From an optimization exercise on the open Yosys and OpenROAD flow, aimed at small area; shortcuts taken in it are not production practice. In this exercise RTL edits were held to simulation tests only and were not proved equivalent to the original. Power is estimated from default activity; no workload was simulated.

Design APP, start of the top module:
module APP (
  input CLK,
  input CLR,
  input CE,
  input BTN_FILL_FACTOR_INC,
  input BTN_FILL_FACTOR_DEC,
  input BTN_SEL_INC,
  input BTN_SEL_DEC,
  output [7:0] DISP_7SEG_DATA,
  output [7:0] DISP_7SEG_EN,
  output RGB_R_CH,
  output RGB_G_CH,
  output RGB_B_CH
);
  reg [6:0] pre;
  reg [9:0] cnt;
  wire tick = CE & (&pre);          
  wire tick_rgb = CE & pre[0];      
  wire [7:0] tp;
  wire [10:0] tc;
  assign tp[0] = CE;
  assign tc[0] = tick;
  genvar i;
  generate
    for (i = 0; i < 7; i = i + 1) begin : pre_chain
      assign tp[i+1] = tp[i] & pre[i];
    end
    for (i = 0; i < 10; i = i + 1) begin : cnt_chain
      assign tc[i+1] = tc[i] & cnt[i];
    end
  endgenerate
  always @(posedge CLK or posedge CLR) begin
    if (CLR) begin
      pre <= 7'd28;
      cnt <= 10'd16;
    end else begin
      pre <= (pre ^ tp[6:0]) | {2'b00, {3{tp[7]}}, 2'b00};
      cnt <= (cnt ^ tc[9:0]) | {5'b0, {2{tc[10]}}, 3'b0};
    end
  end
  wire [2:0] dig = cnt[2:0];
  wire blink = ~(cnt[9] & (|cnt[8:2]) & ~(&cnt[8:3]));
  wire init = ~|{cnt[9:5], cnt[3], cnt[0]};
  wire start = ~|{cnt[9:5], cnt[3:0]} & ~tick;
  reg [10:0] ui, ud;
  wire ui_held = |ui[10:2];
  ...
export LEC_CHECK = 0
export CAP_MARGIN = 20
export CORE_MARGIN = 2
export CORE_UTILIZATION = 50
export SLEW_MARGIN = 20
create_clock -name core_clock -period 10.0 [get_ports {CLK}]
standard.sh (not shown) runs the stock make flow with config.mk's settings and CLKGATE_MAP_FILE= SYNTH_SCRIPT=/design/flow/synth_recipe.tcl, a recipe that flattens the netlist after the stock synthesis.
==> flow/flow/run.sh <==
#!/bin/bash
# Standard ORFS layout with an area-oriented ABC mapping script (no adder
# extraction before it), small port
# buffers and a clock tree without dummy loads.
set -euo pipefail
HERE=$(pwd)
rm -rf "$HERE/scripts_local"
cp -r "$FLOW_HOME/scripts" "$HERE/scripts_local"
cp "$HERE/flow/abc_area.script" "$HERE/scripts_local/abc_area.script"
# Leave adders and counters to ABC instead of mapping them to half/full
# adder cells first (registers are not affected).
sed -i 's/^  extract_fa {\*}\[dont_use_extract_fa_args\]/  # extract_fa skipped/' "$HERE/scripts_local/synth.tcl"
grep -q "extract_fa skipped" "$HERE/scripts_local/synth.tcl"
bash standard.sh \
  SCRIPTS_DIR="$HERE/scripts_local" \
  ABC_AREA=1 \
  BUFFER_PORTS_ARGS="-buffer_cell sky130_fd_sc_hd__buf_1" \
  CTS_ARGS="-sink_clustering_enable -sink_clustering_size 100 -sink_clustering_max_diameter 500 -buf_list {sky130_fd_sc_hd__clkbuf_4 sky130_fd_sc_hd__clkbuf_8} -dont_use_dummy_load -repair_clock_nets" \
  finish > "$HERE/orfs_flow.log" 2>&1
==> flow/flow/abc_area.script <==
strash
&get -n
&st
&dch -f
&nf -R 1000
&put
Edit:
--- a/flow/design.v
+++ b/flow/design.v
@@ -38,15 +38,14 @@
       pre <= (pre ^ tp[6:0]) | {2'b00, {3{tp[7]}}, 2'b00};
       cnt <= (cnt ^ tc[9:0]) | {5'b0, {2{tc[10]}}, 3'b0};
     end
   end
   wire [2:0] dig = cnt[2:0];
   wire blink = ~(cnt[9] & (|cnt[8:2]) & ~(&cnt[8:3]));
   wire init = ~|{cnt[9:5], cnt[3], cnt[0]};
-  wire start = ~|{cnt[9:5], cnt[3:0]} & ~tick;
   reg [10:0] ui, ud;
   wire ui_held = |ui[10:2];
   wire ud_held = |ud[10:2];
   wire ui_end = ui[10] & ui[8] & ui[7] & ui[6] & ui[5];    
   wire ud_end = ud[10] & ud[8] & ud[7] & ud[6] & ud[5];
   wire ui_up = tick & ((~ui_held & ui[1] & ui[0]) | ui_end);
   wire ud_up = tick & ((~ud_held & ud[1] & ud[0]) | ud_end);
@@ -57,18 +56,21 @@
     for (i = 0; i < 11; i = i + 1) begin : rep_chain
       assign ti[i+1] = ti[i] & ui[i];
       assign td[i+1] = td[i] & ud[i];
     end
   endgenerate
   wire ui_ld = tick & ui_end;
   wire ud_ld = tick & ud_end;
-  wire ui_clr = (tick & ~BTN_FILL_FACTOR_INC) | start;
-  wire ud_clr = (tick & ~BTN_FILL_FACTOR_DEC) | start;
-  always @(posedge CLK) begin
-    begin
+  wire ui_clr = tick & ~BTN_FILL_FACTOR_INC;
+  wire ud_clr = tick & ~BTN_FILL_FACTOR_DEC;
+  always @(posedge CLK or posedge CLR) begin
+    if (CLR) begin
+      ui <= 11'd0;
+      ud <= 11'd0;
+    end else begin
       ui <= {11{~ui_clr}} & (((ui ^ ti[10:0]) & ~{4'b0, {2{ui_ld}}, 5'b0}) | {6'b0, {2{ui_ld}}, 1'b0, ui_ld, 1'b0});
       ud <= {11{~ud_clr}} & (((ud ^ td[10:0]) & ~{4'b0, {2{ud_ld}}, 5'b0}) | {6'b0, {2{ud_ld}}, 1'b0, ud_ld, 1'b0});
     end
   end
   reg [2:0] d_si, d_sd;
   wire [2:0] n_si, n_sd;
   wire [1:0] nsel;
@@ -109,18 +111,24 @@
   assign _c13_ = (~(d_si[0])&~(d_si[1])) | (~(tick)&~(d_si[1]));
   assign n_si[1] = (~(_c00_)&~(_c13_)) | (~(tick)&~(_c13_));
   assign _c14_ = (~(tick)) | (~(BTN_SEL_DEC)) | (~(d_sd[1]));
   assign n_sd[2] = (~(tick)&~(_c04_)) | (~(_c14_));
   assign _c15_ = (~(BTN_SEL_INC)) | (~(tick)) | (~(d_si[1]));
   assign n_si[2] = (~(_c01_)&~(tick)) | (~(_c15_));
   reg [1:0] sel;
-  always @(posedge CLK) begin
-    d_si <= n_si & {3{~start}};
-    d_sd <= n_sd & {3{~start}};
-    sel <= nsel & {2{~start}};
+  always @(posedge CLK or posedge CLR) begin
+    if (CLR) begin
+      d_si <= 3'b000;
+      d_sd <= 3'b000;
+      sel <= 2'd0;
+    end else begin
+      d_si <= n_si;
+      d_sd <= n_sd;
+      sel <= nsel;
+    end
   end
   wire si_held = d_si[2] & ~d_si[0];
   wire sd_held = d_sd[2] & ~d_sd[0];
   wire ff_inc = ui_up & ~ud_held;
   wire ff_dec = ud_up & ~ui_held;
   reg [7:0] ff_r, ff_g, ff_b;
   wire [7:0] cur = sel[1] ? (sel[0] ? ff_b : ff_g) : ff_r;
Result: The changed run finished with timing, DRC and antenna clean; wire length goes down by a few percent; count of clock-buffer cells in the layout stays the same; clock power stays flat; synthesized cell count goes down slightly; critical path depth stays the same; utilization decreases by 1.2 points; cell count goes down slightly; fmax rose slightly; synthesized area climbs slightly.

[port drivers added, routing unchanged]
The flow's constraints put no driver on any port. The routed layouts listed below were extracted and timed again, unchanged, in two steps.
Step 1, drivers: a clkbuf_16 drives CLK and a buf_2 each remaining input, both assumed.
Step 2 also shifts input and output timing later by t, the mid clock arrival at the registers, as if the neighbouring blocks saw the same clock.
Three values: no drivers, after step 1, after step 2; two values: the first two.
| run | t (ns) | slack for setup (ns) | worst setup path at the end | worst data-port slew with drivers (ns) | pins driven straight from the clock port |
|---|---|---|---|---|---|
| the first run | 0.369 | 4.621 / 4.628 / 4.259 | input to register | 0.03 | 1 |
| the second run | 0.365 | 4.673 / 4.685 / 4.320 | input to register | 0.03 | 1 |
After both steps setup and hold are still met in every run listed. For the first run, which loses most, drivers alone change the setup slack by +0.007 ns; drivers and shift together by -0.362 ns.
